Source: an optimization exercise on an open RTL-to-GDS flow (aim: a short achievable clock period and few clock cycles). Production flows keep margins and buffers that such runs may drop. The RTL was checked by simulation tests, not by an equivalence proof against the original design.

violet:
## DataPath
module DataPath(
   input clk,
   input rst,
   input [31:0] DataMem_out,
   output memory_write,
   output [31:0] RS2ALU_Mux_Out,
   output [1:0] MemSize,
   output [31:0] Mem_Addr,
   output memory_unsigned
);
For scale: ~17000 cells after synthesis, roughly 3600 flip-flops, ~0.18 sq mm of cells after synthesis.
export LEC_CHECK = 0
export CAP_MARGIN = 20
export CORE_MARGIN = 2
export CORE_UTILIZATION = 35
export PLACE_DENSITY = 0.55
export SLEW_MARGIN = 20
create_clock -name core_clock -period 20.0 [get_ports {clk}]
standard.sh (not shown) runs the stock make flow with config.mk's settings and CLKGATE_MAP_FILE= SYNTH_SCRIPT=/design/flow/synth_recipe.tcl, a recipe that flattens the netlist after the stock synthesis.
==> flow/flow/run.sh <==
#!/bin/bash
# The standard layout (standard.sh), with one change: repair_timing in the
# floorplan, CTS and global-route steps aims for SETUP_SLACK_MARGIN ns of setup
# slack instead of 0, so the resizer also works on paths that meet the 20 ns
# clock, which set the achieved period. The SDC, the clock and the steps are
# the standard ones.
set -euo pipefail
export SETUP_SLACK_MARGIN=15
bash standard.sh finish > flow_standard.log 2>&1
Testbench counts of violet, summed over its fixed seeds: cycles 14,952.
[inputs] xenon vs violet
diff --git a/flow/design.v b/flow/design.v
--- a/flow/design.v
+++ b/flow/design.v
@@ -85,51 +85,52 @@
     assign Mem_Addr        = ba_r;
     assign MemSize         = bsz_r;
     assign memory_write    = bwr_r;
     assign memory_unsigned = buns_r;
     assign RS2ALU_Mux_Out  = bwd_r;
     reg          bt_v   [0:NB-1];
-    reg [31:1]   bt_tag [0:NB-1];
+    reg [15:1]   bt_tag [0:NB-1];    
     reg [31:1]   bt_tgt [0:NB-1];
     reg          bt_l2  [0:NB-1];
     reg [2:0]    bt_rr;
     reg          bp_v, bp_inv, bp_l2;
     reg [2:0]    bp_idx;
-    reg [31:1]   bp_tag, bp_tgt;
+    reg [15:1]   bp_tag;
+    reg [31:1]   bp_tgt;
     reg          ahit, al2;
     reg [31:1]   atgt;
     reg [2:0]    aidx;
     integer k;
     always @(*) begin
         ahit = 1'b0; al2 = 1'b0; atgt = 31'd0; aidx = 3'd0;
         for (k = 0; k < NB; k = k + 1) begin
-            if (bt_v[k] && bt_tag[k] == fa_r[31:1]) begin
+            if (bt_v[k] && bt_tag[k] == fa_r[15:1]) begin
                 ahit = 1'b1;
                 al2  = al2 | bt_l2[k];
                 atgt = atgt | bt_tgt[k];
                 aidx = aidx | k[2:0];
             end
         end
     end
-    wire         phit = bp_v && bp_tag == fa_r[31:1];
+    wire         phit = bp_v && bp_tag == fa_r[15:1];
     wire         hit  = phit ? ~bp_inv : ahit;
     wire         hl2  = phit ? bp_l2 : al2;
     wire [31:1]  htgt = phit ? bp_tgt : atgt;
     wire [2:0]   hidx = phit ? bp_idx : aidx;
     wire pt_lo = hit & ~hl2;           
     wire pt_hi = hit & hl2;
     reg          ic_v   [0:NC-1];
-    reg [31:1]   ic_tag [0:NC-1];
+    reg [15:1]   ic_tag [0:NC-1];    
     reg [31:0]   ic_d   [0:NC-1];
     reg [3:0]    ic_rr;
     reg          chit;
     reg [31:0]   cdata;
     always @(*) begin
         chit = 1'b0; cdata = 32'd0;
         for (k = 0; k < NC; k = k + 1) begin
-            if (ic_v[k] && ic_tag[k] == fa_r[31:1]) begin
+            if (ic_v[k] && ic_tag[k] == fa_r[15:1]) begin
                 chit  = 1'b1;
                 cdata = cdata | ic_d[k];
             end
         end
     end
     wire [31:0] fword = chit ? cdata : DataMem_out;
@@ -290,13 +291,13 @@
     wire [31:0] target  = late ? m_ttgt : (e_bad ? e_pc : (taken ? act_tgt : e_link));
     wire mem_next = e_go & (e_load | e_store);
     wire bt_wr  = (e_redir | (e_go & e_dpred)) & ~e_bad & taken;
     wire bt_inv = e_redir & ~e_bad & ~taken & e_pt & ~e_dpred;
     wire [31:0] e_lsa = e_h32 ? e_pc + 32'd2 : e_pc;        
     wire [31:0] e_fa  = e_hi ? e_lsa - 32'd2 : e_lsa;       
-    wire bt_same = bp_v && bp_tag == e_fa[31:1];
+    wire bt_same = bp_v && bp_tag == e_fa[15:1];
     wire [2:0] bt_wi = e_hit ? e_hix : (bt_same ? bp_idx : bt_rr);
     wire d_fire = d_avail & ~e_stall;
     wire [3:0] d_len = h32 ? 4'd2 : 4'd1;
     wire [3:0]  base   = occ - (d_fire ? d_len : 4'd0);
     wire        enq    = (chit | bfetch_r) & (base <= NQ - 2);
     wire [3:0]  f_inc  = enq ? (pt_lo ? 4'd1 : 4'd2) : 4'd0;
@@ -360,13 +361,13 @@
         end
     end
     integer i;
     always @(posedge clk) begin
         bp_inv <= ~bt_wr;
         bp_idx <= bt_wr ? bt_wi : e_hix;
-        bp_tag <= e_fa[31:1];
+        bp_tag <= e_fa[15:1];
         bp_tgt <= act_tgt[31:1];
         bp_l2  <= e_hi;
         if (bp_v && !bp_inv) begin
             bt_tag[bp_idx] <= bp_tag;
             bt_tgt[bp_idx] <= bp_tgt;
             bt_l2[bp_idx]  <= bp_l2;
@@ -391,13 +392,13 @@
                 q[i] <= fword[31:16]; s_pt[i] <= pt_hi; s_tgt[i] <= htgt;
                 s_hi[i] <= 1'b1; s_hit[i] <= hit; s_hix[i] <= hidx;
             end
         end
         bwd_r <= br;     
         if (fill) begin
-            ic_tag[ic_rr] <= fa_r[31:1];
+            ic_tag[ic_rr] <= fa_r[15:1];
             ic_d[ic_rr]   <= DataMem_out;
         end
     end
     always @(posedge clk) begin
         if (e_stall) begin
             e_r1 <= a; e_r2 <= br;
### Flow results
- For xenon, the combinational family with the most area after synthesis was compound AO/OA/AOI/OAI gates, unlike violet, where it was simple AND/OR/NAND/NOR gates.
- From violet to xenon the numbers moved as follows: data arrival time of the worst path now smaller; post-synthesis cell area now smaller; wire length now smaller.
- Min register-to-register slack across violet and xenon: xenon
Testbench counts of xenon, summed over its fixed seeds: cycles 14,952.

[afterwards: timing with drivers on the ports]
Ports are ideal in the flow. The routed layouts listed here were re-timed in OpenROAD. Step 1 sets driving cells, clkbuf_16 on the clock port and buf_2 on the other inputs (assumed; they add their load-dependent delay and slew). Step 2, shift: input delay + t, output delay - t, t = (earliest + latest rising clock arrival at the registers) / 2. This alone moves slack from input paths to output paths. Slacks: ideal / step 1 / step 2; pairs: ideal / step 1.
run	shift t [ns]	slack for setup (ns)	worst hold slack (ns)
violet	1.121	14.435 / 14.314 / 14.001	0.315 / 0.315 / 0.315
xenon	1.080	14.481 / 14.372 / 13.904	0.341 / 0.341 / 0.341
After both steps every run listed still meets setup and hold. The setup slack of xenon, which loses most, moves by -0.109 ns with the drivers and by -0.577 ns with both steps.
